What follows belongs to an exercise in optimizing a design on an open flow for small area; a production flow would make more cautious choices. Only simulation tests tie the RTL to the original design; equivalence was not proved. The clock input has no modelled driver; a real chip could not lean on it and would need a root buffer or a full tree. No activity file was given, so power comes from the tool's default toggle rates.

Design frequency_meter, start of the top module:
module frequency_meter #(parameter INVERT_RST = 1, DEBOUNCE_THRESHOLD = 5000, SEGMENTOS = 7, BIT_SIZE = 20, FREQ = 1, DATA_IN_SIZE = 6)(
    input clk,                     
    input rst,                     
    input signal_in,               
    output [0:SEGMENTOS-1] un, dec, cen, un_millar, dec_millar, cen_millar
);
==> module frequency_meter, before the edit <==
module frequency_meter #(parameter INVERT_RST = 1, DEBOUNCE_THRESHOLD = 5000, SEGMENTOS = 7, BIT_SIZE = 20, FREQ = 1, DATA_IN_SIZE = 6)(
    input clk,                     
    input rst,                     
    input signal_in,               
    output [0:SEGMENTOS-1] un, dec, cen, un_millar, dec_millar, cen_millar
);
    reg        prev_rst;
    reg        first;              
    reg  [4:0] step;               
    reg [21:0] period;             
    reg [21:0] rem_n;              
    reg [22:0] work;               
    reg [22:0] shown;              
    wire clear = prev_rst & ~rst;            
    wire low4  = |step[3:0];
    wire idle  = ~low4;                        
    wire armed = ~low4 & ~step[4];             
    wire last  = step == 5'b01000;
    wire [4:0] step_next = {(step[3] & ~last) | ((last | (idle & step[4])) & signal_in),
                            step[2:0],
                            ((step[4] ^ step[2]) & low4) | (armed & signal_in)};
    localparam [31:0] DBITS = 32'hdb401ba0;
    wire dbit = DBITS[step];
    genvar i;
    wire [22:0] pc;
    wire [21:0] period_inc;
    assign pc[0] = idle;
    generate for (i = 0; i < 22; i = i + 1) begin : g_period
        assign period_inc[i] = period[i] ^ pc[i];
        assign pc[i+1]       = period[i] & pc[i];
    end endgenerate
    wire [22:0] trial_n = {rem_n, ~dbit};
    wire [22:0] sum;
    wire [23:0] cy;
    assign cy[0] = 1'b0;
    generate for (i = 0; i < 23; i = i + 1) begin : g_sub
        wire pb = (i < 22) ? period[i] : 1'b0;
        assign sum[i]  = trial_n[i] ^ pb ^ cy[i];
        assign cy[i+1] = (trial_n[i] & pb) | (trial_n[i] & cy[i]) | (pb & cy[i]);
    end endgenerate
    wire qbit = ~cy[23] & ~idle;
    wire [22:0] adj;
    assign adj[22:20] = work[22:20];
    generate for (i = 0; i < 5; i = i + 1) begin : g_dabble
        bcd_dabble_digit DIG (.en(~idle), .d(work[4*i+3:4*i]), .q(adj[4*i+3:4*i]));
    end endgenerate
    always @(posedge clk) begin
        prev_rst <= rst;
        step     <= step_next;
        period   <= last ? 22'd30 : period_inc;
        rem_n    <= qbit ? sum[21:0] : trial_n[21:0];
        work     <= {adj[21:0], qbit};
        if (clear || (last && !first))
            shown <= work;
        if (clear)
            first <= 1'b1;
        else if (last)
            first <= 1'b0;
    end
    decoder_7_seg_top SEG_CM (.decoder_in(shown[22:20]), .decoder_out(cen_millar));
    decoder_7_seg SEG_DM (.decoder_in(shown[19:16]), .decoder_out(dec_millar));
    decoder_7_seg SEG_UM (.decoder_in(shown[15:12]), .decoder_out(un_millar));
    decoder_7_seg SEG_C  (.decoder_in(shown[11:8]),  .decoder_out(cen));
    decoder_7_seg SEG_D  (.decoder_in(shown[7:4]),   .decoder_out(dec));
    decoder_7_seg SEG_U  (.decoder_in(shown[3:0]),   .decoder_out(un));
endmodule
==> flow/config.mk <==
export PLATFORM = sky130hd
export DESIGN_NAME = frequency_meter
export DESIGN_NICKNAME = frequency_meter
export VERILOG_FILES = /design/flow/design.v
export SDC_FILE = /design/flow/constraint.sdc
export NUM_CORES = 4
export LEC_CHECK = 0
export CAP_MARGIN = 0
export CORE_MARGIN = 2
export CORE_UTILIZATION = 70
export SLEW_MARGIN = 0
export SYNTH_HIERARCHICAL = 1
==> flow/constraint.sdc <==
create_clock -name core_clock -period 140.0 [get_ports {clk}]
set_input_delay 28.0000 -clock core_clock [delete_from_list [all_inputs] [get_ports {clk}]]
set_output_delay 28.0000 -clock core_clock [all_outputs]
set_load 0.01 [all_outputs]
standard.sh (not shown) runs the stock make flow with config.mk's settings and CLKGATE_MAP_FILE= SYNTH_SCRIPT=/design/flow/synth_recipe.tcl, a recipe that flattens the netlist after the stock synthesis.
==> flow/flow/run.sh <==
#!/bin/bash
# Own layout flow: the standard ORFS flow (standard.sh) with changes that
# only cut cell area:
#  - synthesis is the standard flow's (synth_recipe.tcl) except that abc maps the logic
#    with an area script (abc_area.script) instead of ORFS's delay script,
#    and adder cells are extracted only in the top module (see synth.tcl);
#    the registers are the standard synthesis's;
#  - the port buffers use the smallest buffer cell (buf_1);
#  - before the post-placement repair, every logic cell is set to the
#    smallest drive strength of its kind (repair_design then fixes any slew or
#    capacitance violation this makes);
#  - clock tree synthesis adds no dummy loads, and its tree is then rebuilt
#    as one level of 4 buffers (clockmerge.tcl).
set -euo pipefail
cd "$(dirname "$0")/.."
work=$(pwd)
export BUFFER_PORTS_ARGS="-buffer_cell sky130_fd_sc_hd__buf_1"
export PRE_RESIZE_TCL=$work/flow/downsize.tcl
export POST_CTS_TCL=$work/flow/clockmerge.tcl
export CTS_ARGS="-sink_clustering_enable -repair_clock_nets -dont_use_dummy_load"
sed "s#SYNTH_SCRIPT=[^ ]*#SYNTH_SCRIPT=$work/flow/synth.tcl#" standard.sh > own_synth.sh
bash own_synth.sh synth > synth.log 2>&1
bash standard.sh > standard.log 2>&1
Other scripts of this flow, unchanged in this note and not shown: flow/flow/abc_area.script, flow/flow/clockmerge.tcl, flow/flow/downsize.tcl, flow/flow/synth.tcl
Next try:
--- a/flow/design.v
+++ b/flow/design.v
@@ -43,16 +43,21 @@
     assign adj[22:20] = work[22:20];
     generate for (i = 0; i < 5; i = i + 1) begin : g_dabble
         bcd_dabble_digit DIG (.en(~idle), .d(work[4*i+3:4*i]), .q(adj[4*i+3:4*i]));
     end endgenerate
+    wire load_lo, load_hi;
+    display_load LOAD_LO (.clear(clear), .last(last), .first(first), .load(load_lo));
+    display_load LOAD_HI (.clear(clear), .last(last), .first(first), .load(load_hi));
     always @(posedge clk) begin
         prev_rst <= rst;
         step     <= step_next;
         period   <= last ? 22'd30 : period_inc;
         rem_n    <= qbit ? sum[21:0] : trial_n[21:0];
         work     <= {adj[21:0], qbit};
-        if (clear || (last && !first))
-            shown <= work;
+        if (load_lo)
+            shown[11:0] <= work[11:0];
+        if (load_hi)
+            shown[22:12] <= work[22:12];
         if (clear)
             first <= 1'b1;
         else if (last)
             first <= 1'b0;
@@ -62,8 +67,16 @@
     decoder_7_seg SEG_UM (.decoder_in(shown[15:12]), .decoder_out(un_millar));
     decoder_7_seg SEG_C  (.decoder_in(shown[11:8]),  .decoder_out(cen));
     decoder_7_seg SEG_D  (.decoder_in(shown[7:4]),   .decoder_out(dec));
     decoder_7_seg SEG_U  (.decoder_in(shown[3:0]),   .decoder_out(un));
+endmodule
+module display_load(
+    input wire clear,
+    input wire last,
+    input wire first,
+    output wire load
+);
+    assign load = clear | (last & ~first);
 endmodule
 module debouncer_one_shot #(parameter INVERT_LOGIC = 0, DEBOUNCE_THRESHOLD = 5000)(
     input clk, 
 	 input signal,
Core utilization is about the same.
Area after synthesis grows by 0.66%.
Total power shrinks by 1.9%.
Combinational power shrinks by about 5%.
Routed wire length grows by 3.1%.
Register-to-register slack improved by 1.4 ns.
In every run of this note, the design's own scripts or RTL, not TritonCTS, make the clock network.

==> port drivers added, routing unchanged <==
The results above use ideal ports. As a check the final layouts listed here were re-extracted and re-timed, cells and wires unchanged. Step 1 sets driving cells, clkbuf_16 on the clock port and buf_2 on the other inputs (assumed; they add their load-dependent delay and slew). Step 2 adds t to the input delays and takes it off the output delays; t is the mean of the earliest and latest rising clock arrival at the registers after step 1. Input paths then give back, and output paths get back, about the clock's delay inside the block. Three values: no drivers, after step 1, after step 2; two values: the first two.
run | t (ns) | setup WS [ns] | worst setup path after step 2 | slew at the worst register clock pin (ns) | cell pins on the clock port's net
the first run | 0.204 | 110.577 / 110.495 / 110.699 | register to output | 0.09 / 0.09 | 4
the second run | 0.205 | 110.516 / 110.437 / 110.642 | register to output | 0.09 / 0.09 | 4
After both steps every run listed still meets setup and hold.
